Background: an optimization exercise with open tools, aiming at small area, a short achievable clock period and few clock cycles. Do not read the settings as production practice.
Only simulation tests tie the RTL to the original design; equivalence was not proved.
Power and IR drop assume default switching activity.

==> flow/design.v, too long to show whole: its modules and the start of the top module <==
// module CLA4: 19 lines
// module CLA16: 25 lines
// module pfa: 7 lines
// module dff: 11 lines
// module reg1: 7 lines
// module reg3: 10 lines
// module reg16: 23 lines
// module reg16_init: 25 lines
// module rf: 61 lines
// module rf_bypass: 24 lines
// module shifter: 51 lines
// module alu: 55 lines
// module alu_control: 313 lines
// module decoder: 126 lines
// module IF_control: 187 lines
// module ID_control: 44 lines
// module EX_control: 192 lines
// module MEM_control: 182 lines
// module WB_control: 237 lines
// module reg_control: 313 lines
// module mf_data: 33 lines
// module writeback: 36 lines
// module pc: 46 lines
// module Harzard: 19 lines
// module proc: 214 lines
module proc ( 
   imem_addr, dmem_addr, dmem_wdata, dmem_en, dmem_wr, halt,
   clk, rst, imem_rdata, dmem_rdata
   );
  // ...
==> flow/run.sh <==
#!/bin/bash
# synth_recipe.tcl (not shown) runs the flow's synth.tcl, then flattens the netlist and writes it again
# the make line also repeats each setting of config.mk as NAME=value (left out here)
make -C /OpenROAD-flow-scripts/flow DESIGN_CONFIG=/design/flow/config.mk WORK_HOME=/design/flow/orfs CLKGATE_MAP_FILE= SYNTH_SCRIPT=/design/flow/synth_recipe.tcl finish
==> flow/config.mk <==
export PLATFORM = sky130hd
export DESIGN_NAME = proc
export DESIGN_NICKNAME = proc
export VERILOG_FILES = /design/flow/design.v
export SDC_FILE = /design/flow/constraint.sdc
export NUM_CORES = 4
export LEC_CHECK = 0
export CAP_MARGIN = 20
export CORE_MARGIN = 2
export CORE_UTILIZATION = 40
export SLEW_MARGIN = 20
==> flow/constraint.sdc <==
create_clock -name core_clock -period 9.0 [get_ports {clk}]
set_input_delay 1.8000 -clock core_clock [delete_from_list [all_inputs] [get_ports {clk}]]
set_output_delay 1.8000 -clock core_clock [all_outputs]
set_load 0.01 [all_outputs]
==> metrics.md, run 1 <==
| Metric | Value |
|---|---|
| H-tree levels | 2 |
| Met3 Use GR | under 10% |
| Cell Area, Placed | roughly 0.027 mm^2 |
| Register area | 0.00825 mm^2 |
| Hold buffer count at cts | 0 |
| Crit path arrival time | 7590 ps |
| Nature of the critical path endpoint | flip-flop |
| Status | complete, no violations |
| Max frequency | 0.140 GHz |
| Min-delay src | pc_inc_twomem.d0.state |
| Clock Latency Late Sink | 610 ps |
| Setup TNS | 0 ps |
| Commonest non-fill, non-tap cell in the layout | dfxtp_1 |
| Setup crit end | PM.d0.state |
| Synth Instances | 3,227 |
| Worst vdd ir | roughly 0.13 mV |
| WL met3 | between 9000 and 10,000 um |
| Hold Path Cell Cnt | 1 |
| Met1 Use GR | 39.8% |
| Well Taps | 864 |
| Vias per cell | slightly above 6 |
| Clk pwr | 1.99 mW |
| Fin area | 0.0290 mm^2 |
| Standard-cell row count | 94 |
| Crit path buffers/inverters | 1 |
| Util after Layout | 44.1% |
| Sw Ratio | between 20% and 30% |
| Placed Cells | 3,932 |
Testbench counts, summed over its fixed seeds: cycles 133,036.
==> module proc, before the edit <==
module proc ( 
   imem_addr, dmem_addr, dmem_wdata, dmem_en, dmem_wr, halt,
   clk, rst, imem_rdata, dmem_rdata
   );
   input clk;
   input rst;
   output [15:0] imem_addr;
   input  [15:0] imem_rdata;
   output [15:0] dmem_addr;
   output [15:0] dmem_wdata;
   output        dmem_en;
   output        dmem_wr;
   input  [15:0] dmem_rdata;
   output        halt;
   wire err;
   wire pc_en;
   wire jump_IF;
   wire jump_ID, jump_EX, wr_jump_ID, wr_jump_IF;
   wire [15:0] instIF, instIF_normal, addr;
   wire [2:0] rs,rt,rd;
   wire [15:0] instID,immID,displacementID, read_instID;
   wire [15:0] read1dataID,read2dataID;
   wire [15:0] read1dataEX, read2dataEX, immEX,displacementEX, pc_nx;
   wire rt_rd;
   wire [2:0] writereg, writereg_m, read2sel;
   wire regdst;
   wire haltID, haltEX, haltMEM, haltWB;
   wire [15:0] immMEM, immWB;
   wire [15:0] opB;
   wire [4:0] aluop;
   wire [2:0] alu_op;
   wire slbi_EX, slbi_WB, slbi_MEM, invA,invB,cin,flip1,flip2; 
   wire [3:0]shamt;
   wire [15:0]aluOut,aluOutMEM,read2dataMEM,instEX_normal,instEX, instMEM, instWB;
   wire ofl,zero,N,P,c_out, c_outMEM, c_outWB,oflMEM,zeroMEM,NMEM,PMEM;
   wire [15:0]slbi_aluOut;
   wire memtoreg, regwrite,ld_imm,compareS,btr,writeR7;
   wire [15:0] aluOutWB;
   wire oflWB,zeroWB,PWB,NWB;
   wire [2:0] rdEX,rsEX ,rdMEM,rsMEM,rdWB,rsWB;
   wire[15:0] regwritedata, mem_out,mem_outWB;
   wire stall;
   wire br_ctl;
   wire [15:0] instStall;
   wire [15:0] wr_instIF, wr_instID, wr_read1dataID, wr_read2dataID;
   wire [2:0] wr_rs, wr_r_wr, wr_rd;
   wire wr_haltID;
   wire wr_branch_if;
   wire regdst_ex, memtoreg_ex, compareS_ex, btr_ex, ld_imm_ex, writeR7_ex;
   wire [15:0] regwritedata_m;
   wire regdst_m, memtoreg_m, compareS_m, btr_m, ld_imm_m, writeR7_m;
   wire [15:0] nx_pcID, nx_pcEX, nx_pcMEM, nx_pcWB; 
   wire [15:0] pc_inc_two, pc_inc_two_ID, pc_inc_two_EX, pc_inc_two_MEM, pc_inc_two_WB;
   wire jmp_r_IF;
   wire writeR7_EX;
   wire jmp_r_ID;
   wire jmp_r_EX;
   wire compareS_EX;
   wire branch_if;
   wire branch_id, branch_ex;
   wire id_rs_v,id_rt_v,id_rd_v;
   wire ex_rd_v,mem_rd_v;
   wire[15:0] forwarded_read1dataEX,forwarded_read2dataEX,read1dataWB,read2dataWB,read1dataMEM;
   wire fow_EXID_rs_ID,fow_EXID_rt_ID, fow_MEMID_rs_ID,fow_MEMID_rt_ID;
   wire fow_EXID_rs_EX,fow_EXID_rt_EX, fow_MEMID_rs_EX,fow_MEMID_rt_EX;
   wire[2:0] r1_reg,r2_reg,r_wr,ex_r_wr,mem_r_wr,wb_r_wr;
   wire  stall_q;
   wire[15:0] aluOEX;
   wire[15:0] forwarded_read2dataMEM;
   dff stal (.q(stall_q),.d(stall),.clk(clk),.rst(rst));
   assign instStall = 16'h0800;
   assign pc_en=( (stall&~rst) | ((jump_IF | jump_ID) & (~br_ctl)) )? 1'b0:1'b1;
   assign instIF = (jump_ID | jump_EX) ? instStall:instIF_normal;  
   IF_control ifcont (.Jump(jump_IF),.Branch(branch_if), .jmp_r(jmp_r_IF), .opcode(instIF[15:11]));
   pc prog_c (.ex_pc_inc_two(pc_inc_two_EX), .branch_if(branch_if),.pc_inc_two(pc_inc_two),.jmp_r(jmp_r),.en(pc_en),.clk(clk),.rst(rst),.jump(jump_EX),.inst(instIF),.addr(addr),.branch(branch_ex),.rs(forwarded_read1dataEX),.pc_nx(pc_nx),.EX_inst(instEX),.br_ctl(br_ctl));
   assign imem_addr = addr;
   assign instIF_normal = imem_rdata;
   assign wr_instIF = br_ctl? 16'h0800 :
                      haltMEM? 16'h0800 :
                      instIF;
  assign wr_jump_IF = br_ctl? 3'h0 :
                      haltMEM? 3'h0:
                      jump_IF;
  assign wr_branch_if = br_ctl? 3'h0 :
                        haltMEM? 3'h0:
                        branch_if;
   reg16_init IFID (.read(instID),.write(wr_instIF),.wr_en(~stall),.rst(rst),.clk(clk));
   reg16 nx_pcid(.read(nx_pcID),.write(pc_nx),.wr_en(~stall),.rst(rst),.clk(clk));
   reg16 pc_inc_twoid(.read(pc_inc_two_ID),.write(pc_inc_two),.wr_en(~stall),.rst(rst),.clk(clk));
   reg1 branchid(.q(branch_id),.d(wr_branch_if),.clk(clk),.rst(rst),.en(~stall));
   reg1 jumpid(.q(jump_ID),.d(wr_jump_IF),.clk(clk),.rst(rst),.en(~stall));
   ID_control idcont (.Rt_Rd(rt_rd),.Halt(haltID), .jmp_r(jmp_r_ID), .opcode(read_instID[15:11]));
   decoder inst_decode(.inst(read_instID),.rt(rt),.rs(rs),.rd(rd),.imm(immID),.displacement(displacementID));
   rf_bypass regfile (.read1data(read1dataID), .read2data(read2dataID), .err(err), .clk(clk), .rst(rst), .read1regsel(r1_reg), .read2regsel(r2_reg), .writeregsel(wb_r_wr), .writedata(regwritedata), .write(regwrite)); 
   reg_control regctl(
    .rs_v(id_rs_v),.rt_v(id_rt_v),.rd_v(id_rd_v),.r1_reg(r1_reg),.r2_reg(r2_reg),.
    r_wr(r_wr),.inst(read_instID));
   wire [2:0] hz_r1_reg, hz_r2_reg, hz_r_wr;
   wire hz_rs_v, hz_rt_v, hz_rd_v;
   reg_control hzctl(
    .rs_v(hz_rs_v),.rt_v(hz_rt_v),.rd_v(hz_rd_v),.r1_reg(hz_r1_reg),.r2_reg(hz_r2_reg),
    .r_wr(hz_r_wr),.inst(instID));
   assign read_instID = stall?16'h0800:
                           instID;
   assign wr_instID = (br_ctl|stall)? 16'h0800 :
                      haltMEM? 16'h0800 :
                      instID;
  assign wr_read1dataID = br_ctl? 16'h0000 :
                          haltMEM? 16'h0000 :
                          read1dataID;
  assign wr_read2dataID = br_ctl? 16'h0000 :
                          haltMEM? 16'h0000 :
                          read2dataID;
  assign wr_rs = br_ctl? 3'h0 :
                 haltMEM? 3'h0:
                 rs;
  assign wr_r_wr = (br_ctl|stall)? 3'h0 :
                 haltMEM? 3'h0:
                 r_wr;
  assign wr_rd = br_ctl? 3'h0 :
                 haltMEM? 3'h0:
                 rd;
  assign wr_jump_ID = (br_ctl|stall)? 3'h0 :
                 haltMEM? 3'h0:
                 jump_ID;
  assign wr_haltID = (br_ctl|stall)? 1'b0 :
                   haltMEM? 1'b0:
                   haltID;
   assign read2sel = (rt_rd)?rd:rt;
   reg3 rdex(.read(rdEX),.write(wr_rd),.wr_en(1'b1),.rst(rst),.clk(clk));
   reg3 rsex(.read(rsEX),.write(wr_rs),.wr_en(1'b1),.rst(rst),.clk(clk));
   reg3 rwrex(.read(ex_r_wr),.write(wr_r_wr),.wr_en(1'b1),.rst(rst),.clk(clk));
   reg16 instex (.read(instEX_normal),.write(wr_instID),.wr_en(1'b1),.rst(rst),.clk(clk));
   reg16 read1dataex(.read(read1dataEX),.write(wr_read1dataID),.wr_en(1'b1),.rst(rst),.clk(clk));
   reg16 read2dataex(.read(read2dataEX),.write(wr_read2dataID),.wr_en(1'b1),.rst(rst),.clk(clk));
   reg16 immex (.read(immEX),.write(immID),.wr_en(1'b1),.rst(rst),.clk(clk));
   reg16 disex (.read(displacementEX),.write(displacementID),.wr_en(1'b1),.rst(rst),.clk(clk));
   reg1 rdexv(.q(ex_rd_v),.d(id_rd_v & ~(br_ctl|haltMEM)),.clk(clk),.rst(rst),.en(1'b1));
   reg1 haltex(.q(haltEX),.d(wr_haltID),.clk(clk),.rst(rst),.en(1'b1));
   reg16 pc_inc_twoex(.read(pc_inc_two_EX),.write(pc_inc_two_ID),.wr_en(1'b1),.rst(rst),.clk(clk));
   reg1 ex_rs(.q(fow_EXID_rs_EX),.d(fow_EXID_rs_ID),.clk(clk),.rst(rst),.en(1'b1));
   reg1 mem_rs(.q(fow_MEMID_rs_EX),.d(fow_MEMID_rs_ID),.clk(clk),.rst(rst),.en(1'b1));
   reg1 ex_rt(.q(fow_EXID_rt_EX),.d(fow_EXID_rt_ID),.clk(clk),.rst(rst),.en(1'b1));
   reg1 mem_rt(.q(fow_MEMID_rt_EX),.d(fow_MEMID_rt_ID),.clk(clk),.rst(rst),.en(1'b1));
   reg1 jmp_rex(.q(jmp_r_EX),.d(jmp_r_ID),.clk(clk),.rst(rst),.en(1'b1));
   reg16 nx_pcex(.read(nx_pcEX),.write(nx_pcID),.wr_en(1'b1),.rst(rst),.clk(clk));
   reg16 aluO_ex(.read(aluOEX),.write(aluOut),.wr_en(1'b1),.rst(rst),.clk(clk));
   reg1 branchex(.q(branch_ex),.d(branch_id&~stall),.clk(clk),.rst(rst),.en(1'b1));
   reg1 jumpex(.q(jump_EX),.d(wr_jump_ID),.clk(clk),.rst(rst),.en(1'b1));
   assign instEX = instEX_normal;
   assign forwarded_read1dataEX = (fow_EXID_rs_EX)? regwritedata_m:
                                (fow_MEMID_rs_EX)?  regwritedata:
                                read1dataEX;
   assign forwarded_read2dataEX = (fow_EXID_rt_EX)? regwritedata_m:  
                                (fow_MEMID_rt_EX)?  regwritedata:   
                                read2dataEX;
   EX_control excont (.ALUOp(aluop),.ALUSrc(alusrc), .wr_r7(writeR7_EX), .compareS_EX(compareS_EX), .opcode(instEX[15:11]));
   alu ALU(.A(forwarded_read1dataEX), .B(opB), .Cin(cin), .Op(alu_op), .invA(invA), .invB(invB), .sign(1'b1), .Out(aluOut), .Ofl(ofl), .Z(zero),.N(N),.P(P),.c_out(c_out));
   alu_control a_c(
  .alu_op(alu_op), .inv_a(invA), .inv_b(invB), .cin(cin), .shamt(shamt),.flip_1(flip1),
  .flip_2(flip2), .shift(shift),.SLBI(slbi_EX), .opcode(instEX[15:11]), .func(instEX[1:0]),.immd(instEX[3:0]));
      assign opB = (alusrc)? forwarded_read2dataEX:
                (shift) ? {{12{1'b0}},shamt}:
                immEX; 
   reg3 rdmem(.read(rdMEM),.write(rdEX),.wr_en(1'b1),.rst(rst),.clk(clk));
   reg3 rsmem(.read(rsMEM),.write(rsEX),.wr_en(1'b1),.rst(rst),.clk(clk));
   reg3 rwrmem(.read(mem_r_wr),.write(ex_r_wr),.wr_en(1'b1),.rst(rst),.clk(clk));
   reg16 instM(.read(instMEM),.write(instEX),.wr_en(1'b1),.rst(rst),.clk(clk));
   reg16 aluOutM(.read(aluOutMEM),.write(aluOut),.wr_en(1'b1),.rst(rst),.clk(clk));
   reg16 read1dataM(.read(read1dataMEM),.write(forwarded_read1dataEX),.wr_en(1'b1),.rst(rst),.clk(clk));
   reg16 read2dataM(.read(read2dataMEM),.write(opB),.wr_en(1'b1),.rst(rst),.clk(clk));
   reg16 immM (.read(immMEM),.write(immEX),.wr_en(1'b1),.rst(rst),.clk(clk));
   reg16 reg_forwarded_read2dataMEM(.read(forwarded_read2dataMEM),.write(forwarded_read2dataEX),.wr_en(1'b1),.rst(rst),.clk(clk));
   reg16 pc_inc_twomem(.read(pc_inc_two_MEM),.write(pc_inc_two_EX),.wr_en(1'b1),.rst(rst),.clk(clk));
   reg1 oflM(.q(oflMEM),.d(ofl),.clk(clk),.rst(rst),.en(1'b1));
   reg1 c_outM(.q(c_outMEM),.d(c_out),.clk(clk),.rst(rst),.en(1'b1));
   reg1 zeroM(.q(zeroMEM),.d(zero),.clk(clk),.rst(rst),.en(1'b1));
   reg1 NM(.q(NMEM),.d(N),.clk(clk),.rst(rst),.en(1'b1));
   reg1 PM(.q(PMEM),.d(P),.clk(clk),.rst(rst),.en(1'b1));
   reg1 rdmemv(.q(mem_rd_v),.d(ex_rd_v),.clk(clk),.rst(rst),.en(1'b1));
   reg1 haltmem(.q(haltMEM),.d(haltEX),.clk(clk),.rst(rst),.en(1'b1));
   reg1 slbimem(.q(slbi_MEM),.d(slbi_EX),.clk(clk),.rst(rst),.en(1'b1));
   reg16 nx_pcmem(.read(nx_pcMEM),.write(nx_pcEX),.wr_en(1'b1),.rst(rst),.clk(clk));
   MEM_control memcont (.MemRead(memread),.MemWrite(memwrite),.opcode(instMEM[15:11]));
   WB_control mem_wbcntl(.MemtoReg(memtoreg_m),.RegWrite(regwrite_m),.ld_imm(ld_imm_m),.compareS(compareS_m),.btr(btr_m),.writeR7(writeR7_m),.opcode(instMEM[15:11]),.RegDst(regdst_m));
   assign dmem_addr = aluOutMEM;
   assign dmem_wdata = forwarded_read2dataMEM;
   assign dmem_en = memread|memwrite;
   assign dmem_wr = memwrite;
   assign mem_out = (dmem_en & ~dmem_wr) ? dmem_rdata : 16'h0000;
   mf_data mdata(.rd(rdMEM),.rs(rsMEM),.regdst(regdst_m),.memtoreg(memtoreg_m),.slbi(slbi_MEM),.compareS(compareS_m),.btr_cntl(btr_m),.aluOut(aluOutMEM),.mem_out(mem_out),.alu_out(aluOutMEM),.imm(immMEM),.writereg(writereg_m),.ofl(oflMEM),.zero(zeroMEM),.N(NMEM),.P(PMEM),.cout(c_outMEM),.inst(instMEM),.ld_imm(ld_imm_m),.regwritedata(regwritedata_m));
   reg3 rdwb(.read(rdWB),.write(rdMEM),.wr_en(1'b1),.rst(rst),.clk(clk));
   reg3 rswb(.read(rsWB),.write(rsMEM),.wr_en(1'b1),.rst(rst),.clk(clk));
   reg3 rwrwb(.read(wb_r_wr),.write(mem_r_wr),.wr_en(1'b1),.rst(rst),.clk(clk));
   reg16 instwb(.read(instWB),.write(instMEM),.wr_en(1'b1),.rst(rst),.clk(clk));
   reg16 aluOutwb(.read(aluOutWB),.write(aluOutMEM),.wr_en(1'b1),.rst(rst),.clk(clk));
   reg16 memoutwb(.read(mem_outWB),.write(mem_out),.wr_en(1'b1),.rst(rst),.clk(clk));
   reg16 immwb (.read(immWB),.write(immMEM),.wr_en(1'b1),.rst(rst),.clk(clk));
   reg16 read1datawb(.read(read1dataWB),.write(read1dataMEM),.wr_en(1'b1),.rst(rst),.clk(clk));
   reg16 read2datawb(.read(read2dataWB),.write(read2dataMEM),.wr_en(1'b1),.rst(rst),.clk(clk));
   reg16 pc_inc_twowb(.read(pc_inc_two_WB),.write(pc_inc_two_MEM),.wr_en(1'b1),.rst(rst),.clk(clk));
   reg1 oflwb(.q(oflWB),.d(oflMEM),.clk(clk),.rst(rst),.en(1'b1));
   reg1 zerowb(.q(zeroWB),.d(zeroMEM),.clk(clk),.rst(rst),.en(1'b1));
   reg1 Nwb(.q(NWB),.d(NMEM),.clk(clk),.rst(rst),.en(1'b1));
   reg1 Pwb(.q(PWB),.d(PMEM),.clk(clk),.rst(rst),.en(1'b1));
   reg1 c_out_WB(.q(c_outWB),.d(c_outMEM),.clk(clk),.rst(rst),.en(1'b1));
   reg1 haltwb(.q(haltWB),.d(haltMEM),.clk(clk),.rst(rst),.en(1'b1));
   reg1 slbiwb(.q(slbi_WB),.d(slbi_MEM),.clk(clk),.rst(rst),.en(1'b1));
   reg16 nx_pcwb(.read(nx_pcWB),.write(nx_pcMEM),.wr_en(1'b1),.rst(rst),.clk(clk));
   WB_control wbcntl(.MemtoReg(memtoreg),.RegWrite(regwrite),.ld_imm(ld_imm),.compareS(compareS),.btr(btr),.writeR7(writeR7),.opcode(instWB[15:11]),.RegDst(regdst));
    writeback wback (.nxt_pc(pc_inc_two_WB), .wr_r7(writeR7),.rd(rdWB),.rs(rsWB),.regdst(regdst),.memtoreg(memtoreg),.slbi(slbi_WB),.compareS(compareS),.btr_cntl(btr),.aluOut(aluOutWB),.mem_out(mem_outWB),.alu_out(aluOutWB),.imm(immWB),.writereg(writereg),.ofl(oflWB),.zero(zeroWB),.N(NWB),.P(PWB),.cout(c_outWB),.inst(instWB),.ld_imm(ld_imm),.regwritedata(regwritedata));
   Harzard HDU (.ID_rs(hz_r1_reg), .ID_rt(hz_r2_reg), .EX_rd(ex_r_wr),.MEM_rd(mem_r_wr),.ID_rs_v(id_rs_v), .ID_rt_v(id_rt_v), .EX_rd_v(ex_rd_v),.MEM_rd_v(mem_rd_v),.EX_inst(instEX),.fow_EXID_rs(fow_EXID_rs_ID),.fow_EXID_rt(fow_EXID_rt_ID),. fow_MEMID_rs(fow_MEMID_rs_ID),.fow_MEMID_rt(fow_MEMID_rt_ID),.stall(stall),.rst(rst),.clk(clk));
   assign halt = haltWB;
endmodule  
==> inputs of run 2 (changes only) <==
==> flow/design.v (replaced) <==
module proc (
   imem_addr, dmem_addr, dmem_wdata, dmem_en, dmem_wr, halt,
   clk, rst, imem_rdata, dmem_rdata
   );
   input clk;
   input rst;
   output [15:0] imem_addr;
   input  [15:0] imem_rdata;
   output [15:0] dmem_addr;
   output [15:0] dmem_wdata;
   output        dmem_en;
   output        dmem_wr;
   input  [15:0] dmem_rdata;
   output        halt;
   reg  [15:0] ir;
   reg  [15:1] f;               
   reg  [15:0] r0, r1, r2, r3, r4, r5, r6, r7;
   wire [4:0]  op = ir[15:11];
   wire [2:0]  rs = ir[10:8];
   wire [2:0]  rt = ir[7:5];
   wire [2:0]  rd = ir[4:2];
   reg  [15:0] a, b;
   always @* begin
      case (rs)
        3'd0: a = r0; 3'd1: a = r1; 3'd2: a = r2; 3'd3: a = r3;
        3'd4: a = r4; 3'd5: a = r5; 3'd6: a = r6; default: a = r7;
      endcase
      case (rt)
        3'd0: b = r0; 3'd1: b = r1; 3'd2: b = r2; 3'd3: b = r3;
        3'd4: b = r4; 3'd5: b = r5; 3'd6: b = r6; default: b = r7;
      endcase
   end
   wire [15:0] s5  = {{11{ir[4]}}, ir[4:0]};
   wire [15:0] z5  = {11'd0, ir[4:0]};
   wire [15:0] s8  = {{8{ir[7]}}, ir[7:0]};
   wire        jr   = (op[4:2] == 3'b001) & op[0];        
   wire [15:0] agu  = a + (jr ? s8 : s5);
   wire        az   = ~|a;
   wire        bcond = (op[1:0] == 2'b00) ?  az :
                       (op[1:0] == 2'b01) ? ~az :
                       (op[1:0] == 2'b10) ?  a[15] : ~a[15];
   wire        isbr = (op[4:2] == 3'b011);
   wire        isj  = (op[4:2] == 3'b001) & ~op[0];       
   wire        taken = (isbr & bcond) | isj;
   wire [15:1] boff = isj ? {{5{ir[10]}}, ir[10:1]} : {{8{ir[7]}}, ir[7:1]};
   wire [15:1] btgt = f + boff;
   wire [15:1] nxt  = jr ? agu[15:1] : taken ? btgt : f;
   assign imem_addr = {nxt, 1'b0};
   always @(posedge clk) begin
      if (rst) begin
         f  <= 15'd0;
         ir <= {5'b00001, imem_rdata[10:0]};            
      end else begin
         f  <= nxt + 15'd1;
         ir <= imem_rdata;
      end
   end
   assign halt = (op == 5'b00000);
   wire        isst = (op == 5'b10000) | (op == 5'b10011);
   wire        isld = (op == 5'b10001);
   assign dmem_addr  = agu;
   assign dmem_wdata = b;
   assign dmem_en    = isst | isld;
   assign dmem_wr    = isst;
   wire        rfmt = (op[4:3] == 2'b11);
   wire        sub  = rfmt ? ((op[2:0] == 3'b011) ? ir[0] : (op[2:0] == 3'b101 || op[2:0] == 3'b110))
                           : 1'b1;                        
   wire [15:0] ax   = sub ? ~a : a;
   wire [15:0] by   = rfmt ? b : s5;
   wire [16:0] sum  = {1'b0, ax} + {1'b0, by} + {16'd0, sub};
   wire        eq   = (a == b);
   wire        sle  = (a[15] & ~b[15]) | (~(a[15] ^ b[15]) & sum[16]);
   wire        slt  = sle & ~eq;
   wire [15:0] lb   = rfmt ? b : z5;
   wire [15:0] lres = ((rfmt ? ir[0] : op[0]) ? (a & ~lb) : (a ^ lb));
   wire [1:0]  sht  = rfmt ? ir[1:0] : op[1:0];
   wire [3:0]  cnt  = rfmt ? b[3:0] : ir[3:0];
   wire [3:0]  k    = sht[1] ? (4'd0 - cnt) : cnt;
   wire [15:0] t1   = k[0] ? {a[14:0], a[15]}    : a;
   wire [15:0] t2   = k[1] ? {t1[13:0], t1[15:14]} : t1;
   wire [15:0] t3   = k[2] ? {t2[11:0], t2[15:12]} : t2;
   wire [15:0] rot  = k[3] ? {t3[7:0], t3[15:8]}   : t3;
   reg  [15:0] mask;
   integer i;
   always @* begin
      for (i = 0; i < 16; i = i + 1)
        mask[i] = ~sht[0] | (sht[1] ? (15 - i >= cnt) : (i >= cnt));
   end
   wire [15:0] shres = rot & mask;
   reg  [15:0] btr;
   always @* begin
      for (i = 0; i < 16; i = i + 1)
        btr[i] = a[15 - i];
   end
   reg  [15:0] wd;
   reg  [2:0]  wa;
   reg         we;
   always @* begin
      wd = agu; wa = rd; we = 1'b0;
      case (op)
        5'b01000: begin we = 1; wa = rt; wd = agu; end                
        5'b01001: begin we = 1; wa = rt; wd = sum[15:0]; end          
        5'b01010, 5'b01011: begin we = 1; wa = rt; wd = lres; end     
        5'b10100, 5'b10101, 5'b10110, 5'b10111:
                  begin we = 1; wa = rt; wd = shres; end              
        5'b10001: begin we = 1; wa = rt; wd = dmem_rdata; end         
        5'b10011: begin we = 1; wa = rs; wd = agu; end                
        5'b11001: begin we = 1; wa = rd; wd = btr; end                
        5'b11011: begin we = 1; wa = rd; wd = ir[1] ? lres : sum[15:0]; end
        5'b11010: begin we = 1; wa = rd; wd = shres; end
        5'b11100: begin we = 1; wa = rd; wd = {15'd0, eq}; end
        5'b11101: begin we = 1; wa = rd; wd = {15'd0, slt}; end
        5'b11110: begin we = 1; wa = rd; wd = {15'd0, sle}; end
        5'b11111: begin we = 1; wa = rd; wd = {15'd0, sum[16]}; end
        5'b11000: begin we = 1; wa = rs; wd = s8; end                 
        5'b10010: begin we = 1; wa = rs; wd = {a[7:0], ir[7:0]}; end  
        5'b00110, 5'b00111: begin we = 1; wa = 3'd7; wd = {f, 1'b0}; end  
        default: ;
      endcase
   end
   always @(posedge clk) begin
      if (we) begin
         case (wa)
           3'd0: r0 <= wd; 3'd1: r1 <= wd; 3'd2: r2 <= wd; 3'd3: r3 <= wd;
           3'd4: r4 <= wd; 3'd5: r5 <= wd; 3'd6: r6 <= wd; default: r7 <= wd;
         endcase
      end
   end
endmodule
--- a/flow/config.mk
+++ b/flow/config.mk
@@ -8,4 +8,5 @@
 export CAP_MARGIN = 20
 export CORE_MARGIN = 2
 export CORE_UTILIZATION = 40
+export SETUP_SLACK_MARGIN = 4.0
 export SLEW_MARGIN = 20
==> run 2 against run 1 <==
Clock power is 64% lower. Sequential power decreased by 52%. Die area down 51%. Still clean. First-iteration DRC count shrank 41%. Routed wire length fell by 48%. Clock skew down 12 ps. Synthesized area down 51%. Combinational power rose by 74%. Flip-flop and latch count is 253 lower.
==> metrics.md, run 2 <==
| Metric | Value |
|---|---|
| Max frequency | 0.169 GHz (was 0.140 GHz) |
| Adder-cell area share of the yosys netlist | 6.78% (was 5.84%) |
| Io pins | 85 (unchanged) |
| Cell Area, Synth | 0.0129 mm^2 (was 0.0266 mm^2) |
| Clock Latency Late Sink | 460 ps (was 610 ps) |
| Combinational fraction of design power | 44.6% (was 16.3%) |
| Post-synth top area share | 29.8% (was 31.1%) |
| Sequential area share after synthesis | 34.7% (was 31.1%) |
| Worst rel slew slack | 33.5% (was 11.5%) |
| Vias in the first global route | 12.2k (was 23.4k) |
| RSZ-0062 raised after global routing | true (was false) |
| Largest stage delay, worst path | 480 ps (was 560 ps) |
| Slowest cell on the critical path | ha_1 (was clkdlybuf4s50_1) |
| Most frequent cells in the layout | 134 x buf_4, 129 x nor2_1, 128 x edfxtp_1 (was 410 x dfxtp_1, 334 x nor2_1, 273 x nand2_1) |
| Initial Utilization | 40.7% (was 40.4%) |
| Die ar. | 0.0337 mm^2 (was 0.0685 mm^2) |
| Most common flop cell mapped by yosys | edfxtp_1 (was dfxtp_1) |
| Avg Cell Area, Syn | 9.24 um^2 (was 8.23 um^2) |
| Vias per cell | 6.44 (was 6.17) |
| Worst Max-Slew Pin Slew | 994 ps (was 1290 ps) |
| Crit path arrival time | 4110 ps (was 7590 ps) |
| Clk Tree Root Cell | clkbuf_16 (unchanged) |
| Hold buffer count at cts | 0 (unchanged) |
| Worst Skew | 18.8 ps (was 31.0 ps) |
| Setup TNS | 0 ps (unchanged) |
| Pre-CTS setup slack | 2170 ps (was 1380 ps) |
| Synth Area in Simple Gates | 16.0% (was 20.9%) |
| Core ar. | 0.0316 mm^2 (was 0.0657 mm^2) |
| Mux contribution to synthesized area | 10.2% (was 4.95%) |
| Max Transition Viols Final | 0 (unchanged) |
| Leak pwr | 6.56 nW (was 10.7 nW) |
| Ys Warns | 1 (was 22) |
| Max cap viols | 0 (unchanged) |
| Placer Congestion | 0.979 (was 0.978) |
| Most common cell in the netlist | nor2_1 (was dfxtp_1) |
| Power density over cell area | 176 mW/mm^2 (was 162 mW/mm^2) |
| Detailed-router iteration count before antenna repair | 8 (was 6) |
| Total grt overflow | 0 (unchanged) |
| Global-route wire length before repair | 77,900 um (was 150,000 um) |
| Top cell type by total area after synthesis | edfxtp_1 (was dfxtp_1) |
| Setup violators final | 0 (unchanged) |
| Async set or reset register ratio after synthesis | 0% (unchanged) |
| Drt drc | 0 (unchanged) |
| Unique cell type count in the Yosys netlist | 93 (was 126) |
| Synth Instances | 1,394 (was 3,227) |
| Clock share of power | 24.1% (was 42.3%) |
| Syn_nets | 1,496 (was 3,376) |
| Synth Register Bits | 159 (was 412) |
| Tot GR Track Use | 31.0% (was 28.7%) |
| Internal power | 1.84 mW (was 3.30 mW) |
| Final period util | 65.7% (was 79.3%) |
| Final Critical Period | 5910 ps (was 7130 ps) |
| Clock slew at reported path FFs | 80 ps (was 60 ps) |
| Largest family of logic cells by synthesized area | compound AO/OA/AOI/OAI gates (unchanged) |
| Largest cells by area after synthesis | edfxtp_1 30%, ha_1 6.3%, mux2i_1 5.1%, dfxtp_1 4.8%, nor2_1 4.2% (was dfxtp_1 31%, nor2_1 4.8%, ha_1 4.7%, a21oi_1 4.6%, nand2_1 3.9%) |
| Area Overhead vs Synth | 31.0% (was 9.26%) |
| Drt initial violations | 1,795 (was 3,045) |
| Final hold violation count | 0 (unchanged) |
| Post-synthesis compound-gate area fraction | 22.2% (was 26.4%) |
| Synth Area in XOR/XNOR | 5.44% (was 3.29%) |
| H-tree levels | 4 (was 2) |
| Die height | 183 um (was 262 um) |
| Largest net degree at the start of global routing | 36 (was 95) |
| Delay-heaviest family, CP | compound AO/OA/AOI/OAI gates (unchanged) |
| CP Max Fanout | 5 (was 8) |
| CTS tree | yes (unchanged) |
| Net Switching | 1.13 mW (was 1.40 mW) |
| Post-synth EDFFs | 128 (was 0) |
| IO Port Bufs | 83 (was 84) |
| Startpoint Class | flip-flop (was input pin) |
| Final worst slack | 3090 ps (was 1870 ps) |
| Post-detail-place hpwl | 35,900 um (was 70,500 um) |
| Share of cells above drive strength 1 | 28.1% (was 9.45%) |
| Nature of the critical path endpoint | output pin (was flip-flop) |
| Cts bufs inserted | 17 (was 47) |
| Routed Antenna Nets | 0 (unchanged) |
| Max Root-Sink Buffers | 2 (was 3) |
| Commonest non-fill, non-tap cell in the layout | buf_4 (was dfxtp_1) |
| Final #Nets | 1,688 (was 3,266) |
| Post-synth top cells | 143 x nor2_1, 130 x nand2_1, 128 x edfxtp_1 (was 412 x dfxtp_1, 337 x nor2_1, 273 x nand2_1) |
| Worst vdd ir | 0.153 mV (was 0.127 mV) |
| HP Class | reg -> reg (unchanged) |
| Critical path class | reg -> out (was in -> reg) |
| Routed len/inst | 26.1 um (was 25.0 um) |
| Register share of total power | 31.3% (was 41.4%) |
| Critical-path cell list | buf_12, buf_4, mux2_2, a221oi_1, a21oi_1, o22ai_4, inv_1, ha_1, a21oi_1, nand2_1, a31oi_2, buf_4, buf_6, o21ai_4, xor2_2, o21ai_2, inv_2, buf_2 |
| CTS sink cnt | 159 (was 412) |
| Initial antenna violation count | 1 (was 0) |
| Vias | 12.9k (was 24.8k) |
| Standard-cell row count | 65 (was 94) |
| Sw Ratio | 38.2% (was 29.8%) |
| Crit path buffers/inverters | 7 (was 1) |
| Status | complete, no violations (unchanged) |
| Drt total wl | 52,300 um (was 100,000 um) |
| Die X | 183 um (was 262 um) |
| Critical Path RT | 7200 ps (was 9450 ps) |
==> run 2: metal layers <==
| metal | routed length, um | track usage [%] |
|---|---|---|
| met5 | 0 | 0 |
| met4 | 2590 | 13.6 |
| met3 | 6100 | 6.91 |
| met2 | 22700 | 46.3 |
| met1 | 21000 | 42.9 |
==> run 2: final timing paths <==
check	startpoint	endpoint	slack, ps	depth (start not counted)
worst max-delay path	ir[10]	imem_addr[14]	3090	18
worst min register to register	f[13]	f[13]	800	4
worst min-delay path	f[13]	f[13]	800	4
worst max register to register	ir[10]	f[15]	4100	24
==> run 2: cell families (layout without fill, tap and decap cells) <==
family,after synthesis,in the layout
AO/OA/AOI/OAI,403,403
XOR/XNOR,80,80
adder cells (fa/ha/maj),68,68
buffers and inverters,139,344
flip-flops,159,159
multiplexers,110,110
other,1,2
AND/OR/NAND/NOR,434,434
==> run 2: area by class of cell <==
type / count / area [um^2]
inverters: 52 / 198
well taps: 402 / 503
flip-flops and latches: 159 / 4490
diodes: 1 / 2.50
repair buffers: 260 / 2390
multi-input cells: 1096 / 8710
clock buffers: 19 / 453
fillers: 2720 / 14800
clock inverters: 13 / 124
==> run 2: timing repair <==
action                     CTS  global route
pin swaps                   56            35
gates cloned                 2             2
setup endpoints to repair  168           110
resized for setup          228            74
hold endpoints to repair     0             0
buffers inserted           106            19
==> run 2: tightest hold or removal path, stage by stage, from the launching register on <==
cell and delay [ps]:
dfxtp_1 430, a221oi_4 100, inv_2 60, or2_2 100, a21oi_1 60
==> run 2: power by group through the flow <==
stage	combinational [mW]	clock [mW]	sequential [mW]
3_3_place_gp	1.00	0	0.947
2_1_floorplan	0.648	0	0.917
3_5_place_dp	1.01	0	0.948
6_report	1.33	0.716	0.929
5_1_grt	1.40	0.754	0.932
4_1_cts	1.21	0.717	0.926
==> run 2: per-stage QoR <==
step / cell area (um^2) / cells / power (mW) / utilization [%] / hold slack, ps
3_5_place_dp: 14300 / 1840 / 1.96 / 45.2 / 777
3_3_place_gp: 14300 / 1840 / 1.95 / 45.2 / 775
5_1_grt: 16900 / 2001 / 3.09 / 53.3 / 844
4_1_cts: 16400 / 1980 / 2.85 / 51.9 / 789
6_report: 16900 / 2002 / 2.97 / 53.3 / 797
2_1_floorplan: 13000 / 1394 / 1.57 / - / 728
Testbench counts of run 2, summed over its fixed seeds: cycles 87,473.
==> inputs of run 3 (changes only) <==
--- a/flow/config.mk
+++ b/flow/config.mk
@@ -5,6 +5,7 @@
 export SDC_FILE = /design/flow/constraint.sdc
 export NUM_CORES = 4
 export LEC_CHECK = 0
+export ABC_CLOCK_PERIOD_IN_PS = 4000
 export CAP_MARGIN = 20
 export CORE_MARGIN = 2
 export CORE_UTILIZATION = 40
==> run 3 against run 2 <==
Routed wire length stayed put. Highest routed layer unchanged. Setup slack is the same. Fmax is the same. Final cell count is the same. Still clean. Worst hold slack unchanged. Synthesized area is the same. Cell area stayed put. Power unchanged. Utilization unchanged. Flip-flop and latch count stayed put. Critical endpoint unchanged.
==> metrics.md, run 3 <==
| Metric | Value |
|---|---|
| Pre-CTS setup slack | 2170 ps (unchanged) |
| Vias | 12.9k (unchanged) |
| Routed len/inst | 26.1 um (unchanged) |
| Post-synth top area share | 29.8% (unchanged) |
| Initial Utilization | 40.7% (unchanged) |
| Largest stage delay, worst path | 480 ps (about the same) |
| IO Port Bufs | 83 (unchanged) |
| Global-route wire length before repair | 77,900 um (unchanged) |
| Initial antenna violation count | 1 (unchanged) |
| Post-synth top cells | 143 x nor2_1, 130 x nand2_1, 128 x edfxtp_1 (unchanged) |
| Post-synth EDFFs | 128 (unchanged) |
| Post-detail-place hpwl | 35,900 um (unchanged) |
| Worst Skew | 18.8 ps (unchanged) |
| Final period util | 65.7% (unchanged) |
| Critical-path cell list | buf_12, buf_4, mux2_2, a221oi_1, a21oi_1, o22ai_4, inv_1, ha_1, a21oi_1, nand2_1, a31oi_2, buf_4, buf_6, o21ai_4, xor2_2, o21ai_2, inv_2, buf_2 (unchanged) |
| Routed Antenna Nets | 0 (unchanged) |
| Worst vdd ir | 0.153 mV (unchanged) |
| RSZ-0062 raised after global routing | true (unchanged) |
| Most common flop cell mapped by yosys | edfxtp_1 (unchanged) |
| CTS sink cnt | 159 (unchanged) |
| Clock slew at reported path FFs | 80 ps (about the same) |
| GR peak layer | met2 (unchanged) |
| Ys Warns | 1 (unchanged) |
| Core ar. | 0.0316 mm^2 (unchanged) |
| Critical Path RT | 7200 ps (about the same) |
| Detailed-router iteration count before antenna repair | 8 (unchanged) |
| Crit path buffers/inverters | 7 (unchanged) |
| Worst hold margin | 797 ps (unchanged) |
| Setup violators final | 0 (unchanged) |
| Syn_nets | 1,496 (unchanged) |
| HP Class | reg -> reg (unchanged) |
| Worst Max-Slew Pin Slew | 994 ps (unchanged) |
| Area Overhead vs Synth | 31.0% (unchanged) |
| Nature of the critical path endpoint | output pin (unchanged) |
| Vias in the first global route | 12.2k (unchanged) |
| Final #Nets | 1,688 (unchanged) |
| Met1 Use GR | 42.9% (unchanged) |
| Largest net degree at the start of global routing | 36 (unchanged) |
| Crit path arrival time | 4110 ps (about the same) |
| Avg Cell Area, Syn | 9.24 um^2 (unchanged) |
| Worst rel slew slack | 33.5% (unchanged) |
| Standard-cell row count | 65 (unchanged) |
| Max Root-Sink Buffers | 2 (unchanged) |
| Top cell type by total area after synthesis | edfxtp_1 (unchanged) |
| Total grt overflow | 0 (unchanged) |
| Final hold violation count | 0 (unchanged) |
| Placer Congestion | 0.979 (unchanged) |
| Power density over cell area | 176 mW/mm^2 (unchanged) |
| Cell Area, Synth | 0.0129 mm^2 (unchanged) |
| Drt drc | 0 (unchanged) |
| Share of cells above drive strength 1 | 28.1% (unchanged) |
| Delay-heaviest family, CP | compound AO/OA/AOI/OAI gates (unchanged) |
| H-tree levels | 4 (unchanged) |
| Max frequency | 0.169 GHz (unchanged) |
| Synth Register Bits | 159 (unchanged) |
| Clock Latency Late Sink | 460 ps (about the same) |
| Tot GR Track Use | 31.0% (unchanged) |
| Io pins | 85 (unchanged) |
| Unique cell type count in the Yosys netlist | 93 (unchanged) |
| Leak pwr | 6.56 nW (unchanged) |
| Die X | 183 um (unchanged) |
| Clk Tree Root Cell | clkbuf_16 (unchanged) |
| Commonest non-fill, non-tap cell in the layout | buf_4 (unchanged) |
| Hold buffer count at cts | 0 (unchanged) |
| Most common cell in the netlist | nor2_1 (unchanged) |
| Final worst slack | 3090 ps (unchanged) |
| Met3 Use GR | 6.91% (unchanged) |
| Die ar. | 0.0337 mm^2 (unchanged) |
| CP Max Fanout | 5 (unchanged) |
| Setup TNS | 0 ps (unchanged) |
| Fin area | 0.0169 mm^2 (unchanged) |
| Vias per cell | 6.44 (unchanged) |
| GRT met2 Usage | 46.3% (unchanged) |
| Cts bufs inserted | 17 (unchanged) |
| Drt initial violations | 1,795 (unchanged) |
| Most frequent cells in the layout | 134 x buf_4, 129 x nor2_1, 128 x edfxtp_1 (unchanged) |
| Startpoint Class | flip-flop (unchanged) |
| Cell Area, Placed | 0.0143 mm^2 (unchanged) |
| Drt total wl | 52,300 um (unchanged) |
| Max Transition Viols Final | 0 (unchanged) |
| Die height | 183 um (unchanged) |
| Final Critical Period | 5910 ps (unchanged) |
| Synth Instances | 1,394 (unchanged) |
| Sequential area share after synthesis | 34.7% (unchanged) |
| Slowest cell on the critical path | ha_1 (unchanged) |
| Status | complete, no violations (unchanged) |
| Critical path class | reg -> out (unchanged) |
| Max cap viols | 0 (unchanged) |
| Async set or reset register ratio after synthesis | 0% (unchanged) |
| Largest cells by area after synthesis | edfxtp_1 30%, ha_1 6.3%, mux2i_1 5.1%, dfxtp_1 4.8%, nor2_1 4.2% (unchanged) |
| CTS tree | yes (unchanged) |
-- run 3: cell counts in the layout (fill, tap and decap cells not counted) --
No cell type changed its count.
-- run 3: path summary, 6_finish.rpt --
check | start | slack (ps) | endpoint | cells after the start
max | ir[10] | 3090 | imem_addr[14] | 18
min | f[13] | 800 | f[13] | 4
max reg2reg | ir[10] | 4100 | f[15] | 24
min reg2reg | f[13] | 800 | f[13] | 4
-- run 3: through the flow --
| step | power [mW] | cells | utilization, % |
|---|---|---|---|
| after floorplan | 1.57 | 1394 | - |
| after detailed placement | 1.96 | 1840 | 45.2 |
| after global placement | 1.95 | 1840 | 45.2 |
| after global routing | 3.09 | 2001 | 53.3 |
| final | 2.97 | 2002 | 53.3 |
| after CTS | 2.85 | 1980 | 51.9 |
-- run 3: timing repair --
action,CTS,global route
setup buffers,106,19
setup endpoints to repair,168,110
resized for setup,228,74
gates cloned,2,2
pin swaps,56,35
-- run 3: cell families after synthesis --
kind of cell | after synthesis | synth area share (%)
other | 1 | 0.0291
AOI/OAI and AO/OA | 403 | 22.2
xor gates and xnor gates | 80 | 5.44
DFF | 159 | 34.7
and+or+nand+nor | 434 | 16.0
muxes | 110 | 10.2
buffers and inverters | 139 | 4.78
adders and majority gates | 68 | 6.78
-- run 3: routing by layer --
metal,wire (um),vias to the layer above
li1,-,5637
met1,21000,6199
met2,22700,892
met3,6100,166
met4,2590,0
met5,0,-
-- run 3: worst register-to-register path, delay by kind of cell, from the launching register on --
kind | cells | cell delay, ps
buf+inv | 11 | 1220
simple gates | 6 | 1580
compound gates | 6 | 1380
flops | 1 | 390
fa+ha+maj | 1 | 240
-- run 3: cell type report --
cell class                 instances  area, um^2
sequential                       159        4490
tap                              402         503
clock buffer                      19         453
multi-input combinational       1096        8710
antenna                            1        2.50
inverter                          52         198
fill                            2720       14800
timing repair buffer             260        2390
clock inverter                    13         124
-- run 3: power breakdown --
part | switching [mW] | leakage, nW | internal (mW)
clock network | 0.338 | 0.280 | 0.378
registers | 0.0437 | 1.42 | 0.885
logic | 0.752 | 4.85 | 0.573
==> inputs of run 4 (changes only) <==
==> flow/config.mk (replaced) <==
export PLATFORM = sky130hd
export DESIGN_NAME = proc
export DESIGN_NICKNAME = proc
export VERILOG_FILES = /design/flow/design.v
export SDC_FILE = /design/flow/constraint.sdc
export NUM_CORES = 4
export LEC_CHECK = 0
export CAP_MARGIN = 20
export CORE_MARGIN = 2
export CORE_UTILIZATION = 40
export SETUP_SLACK_MARGIN = 5.0
export SLEW_MARGIN = 20
==> run 4 against run 3 <==
Combinational power grew 26%. Non-clock buffer count increased by 133. Synthesized cell count unchanged. Clock skew fell by 2.4 ps. Critical path type unchanged. Largest cell class unchanged. Highest routed layer unchanged.
==> metrics.md, run 4 <==
| Metric | Value |
|---|---|
| Status | complete, no violations (unchanged) |
| Io pins | 85 (unchanged) |
| RR Startpoint | ir[9] (was ir[10]) |
| Pre-CTS setup slack | 2180 ps (was 2170 ps) |
| Top cell type by total area after synthesis | edfxtp_1 (unchanged) |
| Synth Register Bits | 159 (unchanged) |
| Drt total wl | 54,500 um (was 52,300 um) |
| Ys Warns | 1 (unchanged) |
| Drt initial violations | 1,929 (was 1,795) |
| Drt drc | 0 (unchanged) |
| Final worst slack | 3090 ps (about the same) |
| Die X | 183 um (unchanged) |
| Core ar. | 0.0316 mm^2 (unchanged) |
| Cts bufs inserted | 17 (unchanged) |
| Max frequency | 0.169 GHz (about the same) |
| Largest net degree at the start of global routing | 36 (unchanged) |
| R2R depth | 21 (was 24) |
| Die ar. | 0.0337 mm^2 (unchanged) |
| Die height | 183 um (unchanged) |
| Critical-path cell list | mux2_4, a221o_1, a21oi_2, nor2_4, ha_4, a21o_1, a21oi_2, o21ai_2, a2111o_1, nand2_4, o21ai_4, a31oi_4, mux2i_2, buf_4, buf_6, o21ai_2, o21ai_2, buf_2 (was buf_12, buf_4, mux2_2, a221oi_1, a21oi_1, o22ai_4, inv_1, ha_1, a21oi_1, nand2_1, a31oi_2, buf_4, buf_6, o21ai_4, xor2_2, o21ai_2, inv_2, buf_2) |
| Placer Congestion | 0.930 (was 0.979) |
| Worst Skew | 16.4 ps (was 18.8 ps) |
| Min-delay src | f[7] (was f[13]) |
| Worst Max-Slew Pin Slew | 815 ps (was 994 ps) |
| Final period util | 65.7% (about the same) |
| Vias | 13.5k (was 12.9k) |
| Flop2flop setup slack | 4160 ps (was 4100 ps) |
| Sequential area share after synthesis | 34.7% (unchanged) |
| Most common flop cell mapped by yosys | edfxtp_1 (unchanged) |
| Max cap viols | 0 (unchanged) |
| Hold Path Sink | f[7] (was f[13]) |
| Nature of the critical path endpoint | output pin (unchanged) |
| CTS sink cnt | 159 (unchanged) |
| Initial antenna violation count | 0 (was 1) |
| IO Port Bufs | 83 (unchanged) |
| CTS tree | yes (unchanged) |
| Most common cell in the netlist | nor2_1 (unchanged) |
| Initial Utilization | 40.7% (unchanged) |
| Post-synth top cells | 143 x nor2_1, 130 x nand2_1, 128 x edfxtp_1 (unchanged) |
| Power density over cell area | 170 mW/mm^2 (was 176 mW/mm^2) |
| Routed len/inst | 25.5 um (was 26.1 um) |
| R2r endpoint | f[15] (unchanged) |
| Slowest cell on the critical path | a2111o_1 (was ha_1) |
| Critical Path RT | 7200 ps (about the same) |
| Setup violators final | 0 (unchanged) |
| Largest stage delay, worst path | 420 ps (was 480 ps) |
| Max Root-Sink Buffers | 2 (unchanged) |
| Largest cells by area after synthesis | edfxtp_1 30%, ha_1 6.3%, mux2i_1 5.1%, dfxtp_1 4.8%, nor2_1 4.2% (unchanged) |
| CP most frequent cell | o21ai_2 |
| Clock Latency Late Sink | 450 ps (was 460 ps) |
| Avg Cell Area, Syn | 9.24 um^2 (unchanged) |
| Syn_nets | 1,496 (unchanged) |
| Final hold violation count | 0 (unchanged) |
| Share of cells above drive strength 1 | 43.0% (was 28.1%) |
| Total grt overflow | 0 (unchanged) |
| Vias in the first global route | 12.5k (was 12.2k) |
| Setup TNS | 0 ps (unchanged) |
| Async set or reset register ratio after synthesis | 0% (unchanged) |
| HP Class | reg -> reg (unchanged) |
| Cell Area, Synth | 0.0129 mm^2 (unchanged) |
| Routed Antenna Nets | 0 (unchanged) |
| Max Transition Viols Final | 0 (unchanged) |
| Leak pwr | 7.69 nW (was 6.56 nW) |
| Detailed-router iteration count before antenna repair | 6 (was 8) |
| Fillers | 2,466 (was 2,720) |
| Most frequent cells in the layout | 192 x buf_4, 128 x edfxtp_1, 121 x nor2_1 (was 134 x buf_4, 129 x nor2_1, 128 x edfxtp_1) |
| Final #Nets | 1,821 (was 1,688) |
| Clk Tree Root Cell | clkbuf_16 (unchanged) |
| Post-detail-place hpwl | 34,100 um (was 35,900 um) |
| Crit path arrival time | 4110 ps (about the same) |
| Unique cell type count in the Yosys netlist | 93 (unchanged) |
| Post-synth EDFFs | 128 (unchanged) |
| Worst vdd ir | 0.151 mV (was 0.153 mV) |
| CP Max Fanout | 6 (was 5) |
| Global-route wire length before repair | 77,000 um (was 77,900 um) |
| Standard-cell row count | 65 (unchanged) |
| Critical path class | reg -> out (unchanged) |
| Area Overhead vs Synth | 51.5% (was 31.0%) |
| Hold Path Cell Cnt | 3 (was 4) |
| Vias per cell | 6.33 (was 6.44) |
| Post-synth top area share | 29.8% (unchanged) |
| Tot GR Track Use | 30.7% (was 31.0%) |
| Util after Layout | 61.7% (was 53.3%) |
| Synth Instances | 1,394 (unchanged) |
| Startpoint Class | flip-flop (unchanged) |
| H-tree levels | 4 (unchanged) |
| Final Critical Period | 5910 ps (about the same) |
| Commonest non-fill, non-tap cell in the layout | buf_4 (unchanged) |
| Clock slew at reported path FFs | 80 ps (about the same) |
| RSZ-0062 raised after global routing | true (unchanged) |
| Worst rel slew slack | 45.5% (was 33.5%) |
run 4: cell counts after synthesis:
No cell type changed its count.
run 4: critical path: cells and delay by family (launching register included):
family | cells | cell delay (ps)
muxes | 2 | 600
DFF | 1 | 410
buffers and inverters | 3 | 400
AOI/OAI and AO/OA | 10 | 1830
and+or+nand+nor | 2 | 200
adders and majority gates | 1 | 210
run 4: layout make-up:
cell class                      instances  area [um^2]  area share [%]
Multi-Input combinational cell       1096         9870            50.6
Sequential cell                       159         4500            23.0
Clock inverter                         14          166           0.853
Clock buffer                           18          439            2.25
Timing Repair Buffer                  393         3830            19.6
Antenna cell                            1         2.50          0.0128
Inverter                               52          213            1.09
Tap cell                              402          503            2.58
run 4: where the power goes:
part	total (mW)	switching (mW)	internal, mW
logic	1.68	0.885	0.792
clock network	0.726	0.346	0.380
registers	0.921	0.0374	0.884
total	3.33	1.27	2.06
run 4: cell families after synthesis:
kind of cell,count (synthesis),synth area share (%)
AOI/OAI and AO/OA,403,22.2
xor gates and xnor gates,80,5.44
adders and majority gates,68,6.78
buffers and inverters,139,4.78
DFF,159,34.7
muxes,110,10.2
other,1,0.0291
and+or+nand+nor,434,16.0
run 4: per-stage QoR:
| stage | cell area, um^2 | power, mW | cells | hold WS (ps) |
|---|---|---|---|---|
| global route | 19500 | 3.44 | 2134 | 878 |
| CTS | 18000 | 3.04 | 2061 | 808 |
| finish | 19500 | 3.33 | 2135 | 810 |
| global placement | 14400 | 1.96 | 1829 | 743 |
| floorplan | 13300 | 1.59 | 1394 | 727 |
| detailed placement | 14400 | 1.96 | 1829 | 753 |
run 4: worst max path at each step:
stage | end | startpoint | slack [ps]
final | imem_addr[15] | ir[9] | 3090
after detailed placement | imem_addr[14] | ir[9] | 2180
after global placement | imem_addr[14] | ir[9] | 2290
after floorplan | imem_addr[13] | ir[9] | 3830
after CTS | imem_addr[15] | ir[9] | 3030
after global routing | imem_addr[14] | ir[8] | 2990
run 4: repair_timing:
item,4_1_cts,5_1_grt
endpoints found under the setup margin,193,183
pin swaps,101,95
setup buffers,196,72
hold buffers,0,0
resized for setup,422,245
cloned,4,0
hold endpoints to repair,0,0
run 4: metal layers:
metal	routed length [um]	track usage [%]	vias up	part of all wire, %
li1	-	-	5910	-
met1	21900	42.1	6524	40
met2	24200	47.8	885	44
met3	5640	5.78	186	10
met4	2750	12.5	0	5.0
met5	0	0	-	0
==> inputs of run 5 (changes only) <==
--- a/flow/config.mk
+++ b/flow/config.mk
@@ -7,6 +7,6 @@
 export LEC_CHECK = 0
 export CAP_MARGIN = 20
 export CORE_MARGIN = 2
-export CORE_UTILIZATION = 40
-export SETUP_SLACK_MARGIN = 5.0
+export CORE_UTILIZATION = 60
+export SETUP_SLACK_MARGIN = 4.5
 export SLEW_MARGIN = 20
==> run 5 against run 4 <==
First-iteration DRC count grew 17%. Critical path type unchanged. Setup slack lost 55 ps. Highest routed layer unchanged. Critical endpoint is now imem_addr[13]. Power shrank 6.3%. Critical path depth is the same. Die area shrank 33%. Worst hold slack gained 71 ps. Utilization grew 22 points. Synthesized cell count is the same. Clock-buffer cell count shrank 1. Via count grew 3.9%. Flip-flop and latch count is the same.
==> metrics.md, run 5 <==
| Metric | Value |
|---|---|
| Clock slew at reported path FFs | 70 ps (was 80 ps) |
| RSZ-0062 raised after global routing | true (unchanged) |
| Cell Area, Placed | 0.0141 mm^2 (was 0.0144 mm^2) |
| H-tree levels | 4 (unchanged) |
| Synth Instances | 1,394 (unchanged) |
| Die height | 151 um (was 183 um) |
| Top cell type by total area after synthesis | edfxtp_1 (unchanged) |
| Final #Nets | 1,729 (was 1,821) |
| Most frequent cells in the layout | 155 x buf_4, 132 x nor2_1, 128 x edfxtp_1 (was 192 x buf_4, 128 x edfxtp_1, 121 x nor2_1) |
| HP Class | reg -> reg (unchanged) |
| Worst Skew | 21.7 ps (was 16.4 ps) |
| Standard-cell row count | 53 (was 65) |
| Die X | 151 um (was 183 um) |
| Min-delay src | f[15] (was f[7]) |
| Power density over cell area | 178 mW/mm^2 (was 170 mW/mm^2) |
| Sequential area share after synthesis | 34.7% (unchanged) |
| Fillers | 1,159 (was 2,466) |
| RR Startpoint | ir[8] (was ir[9]) |
| Vias in the first global route | 12.5k (about the same) |
| Total grt overflow | 0 (unchanged) |
| Detailed-router iteration count before antenna repair | 17 (was 6) |
| Leak pwr | 6.90 nW (was 7.69 nW) |
| Global-route wire length before repair | 75,400 um (was 77,000 um) |
| Max Root-Sink Buffers | 2 (unchanged) |
| Final period util | 66.3% (was 65.7%) |
| Worst rel slew slack | 24.4% (was 45.5%) |
| Nature of the critical path endpoint | output pin (unchanged) |
| Die ar. | 0.0227 mm^2 (was 0.0337 mm^2) |
| Most common flop cell mapped by yosys | edfxtp_1 (unchanged) |
| Post-synthesis compound-gate area fraction | 22.2% (unchanged) |
| Io pins | 85 (unchanged) |
| CTS sink cnt | 159 (unchanged) |
| Largest family of logic cells by synthesized area | compound AO/OA/AOI/OAI gates (unchanged) |
| Cell Area, Synth | 0.0129 mm^2 (unchanged) |
| Unique cell type count in the Yosys netlist | 93 (unchanged) |
| Post-synth EDFFs | 128 (unchanged) |
| Critical path class | reg -> out (unchanged) |
| Worst hold margin | 881 ps (was 810 ps) |
| CP Max Fanout | 6 (unchanged) |
| Routed len/inst | 28.6 um (was 25.5 um) |
| Fin area | 0.0175 mm^2 (was 0.0195 mm^2) |
| Largest stage delay, worst path | 450 ps (was 420 ps) |
| Post-synth top area share | 29.8% (unchanged) |
| IO Port Bufs | 83 (unchanged) |
| Slowest cell on the critical path | dfxtp_4 (was a2111o_1) |
| N_diodes | 0 (was 1) |
| CTS tree | yes (unchanged) |
| Setup crit start | ir[8] (was ir[9]) |
| Adder-cell area share of the yosys netlist | 6.78% (unchanged) |
| Setup violators final | 0 (unchanged) |
| Synth Register Bits | 159 (unchanged) |
| Placer Congestion | 1.03 (was 0.930) |
| Max cap viols | 0 (unchanged) |
| Post-synth top cells | 143 x nor2_1, 130 x nand2_1, 128 x edfxtp_1 (unchanged) |
| Final hold violation count | 0 (unchanged) |
| Avg Cell Area, Syn | 9.24 um^2 (unchanged) |
| Tot GR Track Use | 45.0% (was 30.7%) |
| Largest net degree at the start of global routing | 36 (unchanged) |
| Syn_nets | 1,496 (unchanged) |
| Worst Max-Slew Pin Slew | 1120 ps (was 815 ps) |
| Cts bufs inserted | 17 (unchanged) |
| Util after Layout | 83.3% (was 61.7%) |
| Drt total wl | 54,800 um (was 54,500 um) |
| Startpoint Class | flip-flop (unchanged) |
| Worst vdd ir | 0.144 mV (was 0.151 mV) |
| Final Critical Period | 5970 ps (was 5910 ps) |
| Clock Latency Late Sink | 440 ps (was 450 ps) |
| Crit path arrival time | 4170 ps (was 4110 ps) |
| Synth Area in Simple Gates | 16.0% (unchanged) |
| Post-detail-place hpwl | 32,900 um (was 34,100 um) |
| Clk Tree Root Cell | clkbuf_16 (unchanged) |
| Routed Antenna Nets | 0 (unchanged) |
| Share of cells above drive strength 1 | 32.4% (was 43.0%) |
| Critical-path cell list | buf_12, mux2i_1, o21ai_2, a21oi_2, nor2_4, ha_4, a21o_1, a21oi_2, o21ai_2, a2111o_1, nand2_4, o21ai_4, a31oi_4, buf_6, xnor2_4, a221oi_4, inv_2, buf_6 (was mux2_4, a221o_1, a21oi_2, nor2_4, ha_4, a21o_1, a21oi_2, o21ai_2, a2111o_1, nand2_4, o21ai_4, a31oi_4, mux2i_2, buf_4, buf_6, o21ai_2, o21ai_2, buf_2) |
| Initial Utilization | 61.3% (was 40.7%) |
| Setup TNS | 0 ps (unchanged) |
| Max frequency | 0.168 GHz (was 0.169 GHz) |
| Initial antenna violation count | 0 (unchanged) |
| Core ar. | 0.0210 mm^2 (was 0.0316 mm^2) |
| Drt drc | 0 (unchanged) |
| Vias | 14.0k (was 13.5k) |
| Drt initial violations | 2,258 (was 1,929) |
| Max Transition Viols Final | 0 (unchanged) |
| Mux contribution to synthesized area | 10.2% (unchanged) |
| Hold buffer count at cts | 0 (unchanged) |
| Area Overhead vs Synth | 36.0% (was 51.5%) |
| Ys Warns | 1 (unchanged) |
| Critical Path RT | 7200 ps (about the same) |
| Status | complete, no violations (unchanged) |
| Vias per cell | 7.33 (was 6.33) |
| Synth Area in XOR/XNOR | 5.44% (unchanged) |
| Largest cells by area after synthesis | edfxtp_1 30%, ha_1 6.3%, mux2i_1 5.1%, dfxtp_1 4.8%, nor2_1 4.2% (unchanged) |
| Async set or reset register ratio after synthesis | 0% (unchanged) |
| Most common cell in the netlist | nor2_1 (unchanged) |
| Commonest non-fill, non-tap cell in the layout | buf_4 (unchanged) |
==> run 5: cell types whose count changed in the layout (fill, tap and decap cells not counted), moves of 9 or more <==
cell and change:
buf_4 -37, mux2i_4 -9, nor2_1 +11, mux2i_1 +14
clkdlybuf4s50_1 +15, a21oi_1 +12, buf_8 -9, buf_6 -48
inv_1 +9
==> run 5: power by group <==
group	internal [mW]	switching [mW]	leakage (nW)
Clock	0.373	0.355	0.288
Sequential	0.884	0.0419	1.42
Combinational	0.637	0.825	5.19
Total	1.89	1.22	6.90
==> run 5: final timing paths <==
kind	endpoint	slack, ps	depth (start not counted)
setup / recovery	imem_addr[13]	3030	18
setup reg to reg	f[13]	3980	24
hold reg to reg	f[15]	880	5
hold / removal	f[15]	880	5
==> run 5: repair_timing <==
item	CTS	global route
pin swaps	67	57
resized for setup	282	130
setup endpoints to repair	189	167
setup buffers	135	42
cloned	2	2
==> run 5: worst max-delay path, delay by kind of cell (launching register included) <==
kind | cells | cell delay [ps]
multiplexers | 1 | 330
buffers and inverters | 4 | 490
AND/OR/NAND/NOR | 2 | 180
adder cells (fa/ha/maj) | 1 | 220
flip-flops | 1 | 450
XOR/XNOR | 1 | 90
AO/OA/AOI/OAI | 9 | 1950
==> run 5: cell type report <==
type | count | area [um^2] | area share, %
multi-input combinational | 1096 | 9030 | 51.6
tap | 275 | 344 | 1.96
sequential | 159 | 4500 | 25.7
clock buffer | 17 | 425 | 2.43
timing repair buffer | 301 | 2840 | 16.2
inverter | 52 | 206 | 1.18
clock inverter | 15 | 166 | 0.950
==> run 5: logic make-up (layout without fill, tap and decap cells) <==
family,Yosys count,after routing
adders and majority gates,68,68
xor gates and xnor gates,80,80
muxes,110,110
DFF,159,159
AOI/OAI and AO/OA,403,403
other,1,1
buffers and inverters,139,385
and+or+nand+nor,434,434
==> run 5: metrics by stage <==
step                      cells  setup slack, ps  total power [mW]
after floorplan            1394             3830              1.57
after global placement     1702             2340              1.92
after detailed placement   1702             2220              1.93
after CTS                  1871             3170              2.88
after global routing       1915             2950              3.19
final                      1915             3030              3.12
==> run 5: metal layers <==
layer / up-vias / global-route usage (%) / share of wire [%]
li1: 5735 / - / -
met1: 6544 / 59.5 / 34
met2: 1361 / 66.7 / 42
met3: 388 / 12.1 / 15
met4: 0 / 25.6 / 8.5
met5: - / 0 / 0
==> inputs of run 6 (changes only) <==
--- a/flow/config.mk
+++ b/flow/config.mk
@@ -7,6 +7,5 @@
 export LEC_CHECK = 0
 export CAP_MARGIN = 20
 export CORE_MARGIN = 2
-export CORE_UTILIZATION = 60
-export SETUP_SLACK_MARGIN = 4.5
+export CORE_UTILIZATION = 40
 export SLEW_MARGIN = 20
==> run 6 against run 5 <==
Power fell by 15%. Critical path depth down 2. Fmax decreased by 23%. Setup slack worse by 1800 ps. Register-to-register slack lost 1700 ps. Synthesized cell count unchanged. Routed wire length shrank 17%. Critical path type unchanged. Critical endpoint unchanged. Highest routed layer unchanged.
==> metrics.md, run 6 <==
| Metric | Value |
|---|---|
| Final period util | 86.5% (was 66.3%) |
| Placer Congestion | 0.982 (was 1.03) |
| Sw Ratio | 37.0% (was 39.2%) |
| Status | complete, no violations (unchanged) |
| CTS tree | yes (unchanged) |
| Vias per cell | 6.25 (was 7.33) |
| HP Class | reg -> reg (unchanged) |
| Worst hold margin | 793 ps (was 881 ps) |
| Critical path class | reg -> out (unchanged) |
| R2r endpoint | r0[12] (was f[13]) |
| Area Overhead vs Synth | 14.1% (was 36.0%) |
| H-tree levels | 4 (unchanged) |
| Largest net degree at the start of global routing | 44 (was 36) |
| RSZ-0062 raised after global routing | false (was true) |
| Share of cells above drive strength 1 | 11.1% (was 32.4%) |
| Max Root-Sink Buffers | 2 (unchanged) |
| Most common flop cell mapped by yosys | edfxtp_1 (unchanged) |
| Max Transition Viols Final | 0 (unchanged) |
| Final Critical Period | 7790 ps (was 5970 ps) |
| Die X | 183 um (was 151 um) |
| Drt total wl | 45,600 um (was 54,800 um) |
| Final worst slack | 1210 ps (was 3030 ps) |
| CP Depth | 16 (was 18) |
| Mux contribution to synthesized area | 10.2% (unchanged) |
| Delay-heaviest family, CP | compound AO/OA/AOI/OAI gates (unchanged) |
| Cell Area, Synth | 0.0129 mm^2 (unchanged) |
| IO Port Bufs | 83 (unchanged) |
| Synth Register Bits | 159 (unchanged) |
| Most common cell in the netlist | nor2_1 (unchanged) |
| Detailed-router iteration count before antenna repair | 6 (was 17) |
| Total grt overflow | 0 (unchanged) |
| Post-detail-place hpwl | 33,900 um (was 32,900 um) |
| Post-synth top area share | 29.8% (unchanged) |
| Setup violators final | 0 (unchanged) |
| Synth Area in XOR/XNOR | 5.44% (unchanged) |
| Largest stage delay, worst path | 860 ps (was 450 ps) |
| Clock slew at reported path FFs | 70 ps (about the same) |
| Final hold violation count | 0 (unchanged) |
| Io pins | 85 (unchanged) |
| R2R depth | 17 (was 24) |
| Clk Tree Root Cell | clkbuf_16 (unchanged) |
| Post-synth EDFFs | 128 (unchanged) |
| Post-synth top cells | 143 x nor2_1, 130 x nand2_1, 128 x edfxtp_1 (unchanged) |
| Worst rel slew slack | 25.9% (was 24.4%) |
| Pre-CTS setup slack | 1840 ps (was 2220 ps) |
| Register share of total power | 35.3% (was 29.7%) |
| Routed Antenna Nets | 0 (unchanged) |
| Vias | 11.7k (was 14.0k) |
| Critical-path cell list | and2_4, a221o_1, a21oi_1, nor2_1, ha_1, a21o_1, a21oi_1, o21ai_0, a2111o_1, nand2_1, o21ai_0, a31oi_1, xnor2_1, a221oi_1, inv_1, clkdlybuf4s50_1 (was buf_12, mux2i_1, o21ai_2, a21oi_2, nor2_4, ha_4, a21o_1, a21oi_2, o21ai_2, a2111o_1, nand2_4, o21ai_4, a31oi_4, buf_6, xnor2_4, a221oi_4, inv_2, buf_6) |
run 6: cell counts after synthesis:
Identical to the previous run, type by type.
run 6: worst max-delay path by stage:
| stage | slack (ps) | end |
|---|---|---|
| global route | 890 | imem_addr[14] |
| finish | 1210 | imem_addr[13] |
| floorplan | 3290 | imem_addr[13] |
| detailed placement | 1840 | imem_addr[13] |
| CTS | 1330 | imem_addr[13] |
| global placement | 1990 | imem_addr[13] |
run 6: worst min-delay path, stage by stage, from the launching register on:
cell,delay (ps)
dfxtp_1,330
nor2_1,100
mux2i_1,110
nand2_1,80
inv_1,60
nor2_1,70
run 6: per-stage QoR:
stage               cells  util [%]
floorplan            1394         -
global placement     1832      44.6
detailed placement   1832      44.6
CTS                  1863      46.4
global route         1865      46.5
finish               1866      46.5
run 6: power groups by stage:
stage	clock [mW]	combinational, mW	sequential, mW
6_report	0.712	0.996	0.931
3_5_place_dp	0	0.975	0.945
3_3_place_gp	0	0.968	0.945
4_1_cts	0.724	0.980	0.929
5_1_grt	0.753	1.07	0.933
2_1_floorplan	0	0.627	0.917
run 6: layout make-up:
| cell class | instances | area, um^2 |
|---|---|---|
| Clock buffer | 18 | 429 |
| Clock inverter | 13 | 150 |
| Fill cell | 2945 | 16900 |
| Sequential cell | 159 | 4470 |
| Inverter | 52 | 195 |
| Tap cell | 402 | 503 |
| Timing Repair Buffer | 125 | 1140 |
| Antenna cell | 1 | 2.50 |
| Multi-Input combinational cell | 1096 | 7810 |
run 6: kinds of logic (layout without fill, tap and decap cells):
group / Yosys count / in the layout
flops: 159 / 159
xor+xnor: 80 / 80
fa+ha+maj: 68 / 68
mux: 110 / 110
compound gates: 403 / 403
buf+inv: 139 / 208
simple gates: 434 / 434
other cells: 1 / 2
run 6: layer usage:
layer  up-vias  track usage [%]  wire [um]
met5         -                0          0
met4         0             12.6       2040
met3       115             4.56       3690
met2       567             42.5      20800
met1      5613             35.6      19100
li1       5365                -          -

Re-timed with assumed drivers on the ports (clkbuf_16 on the clock, buf_2 on other inputs), run 6 has 1.161 ns of setup slack against 1.211 ns with ideal ports, and 1.653 ns once port delays also move by the mid clock arrival of 0.491 ns.
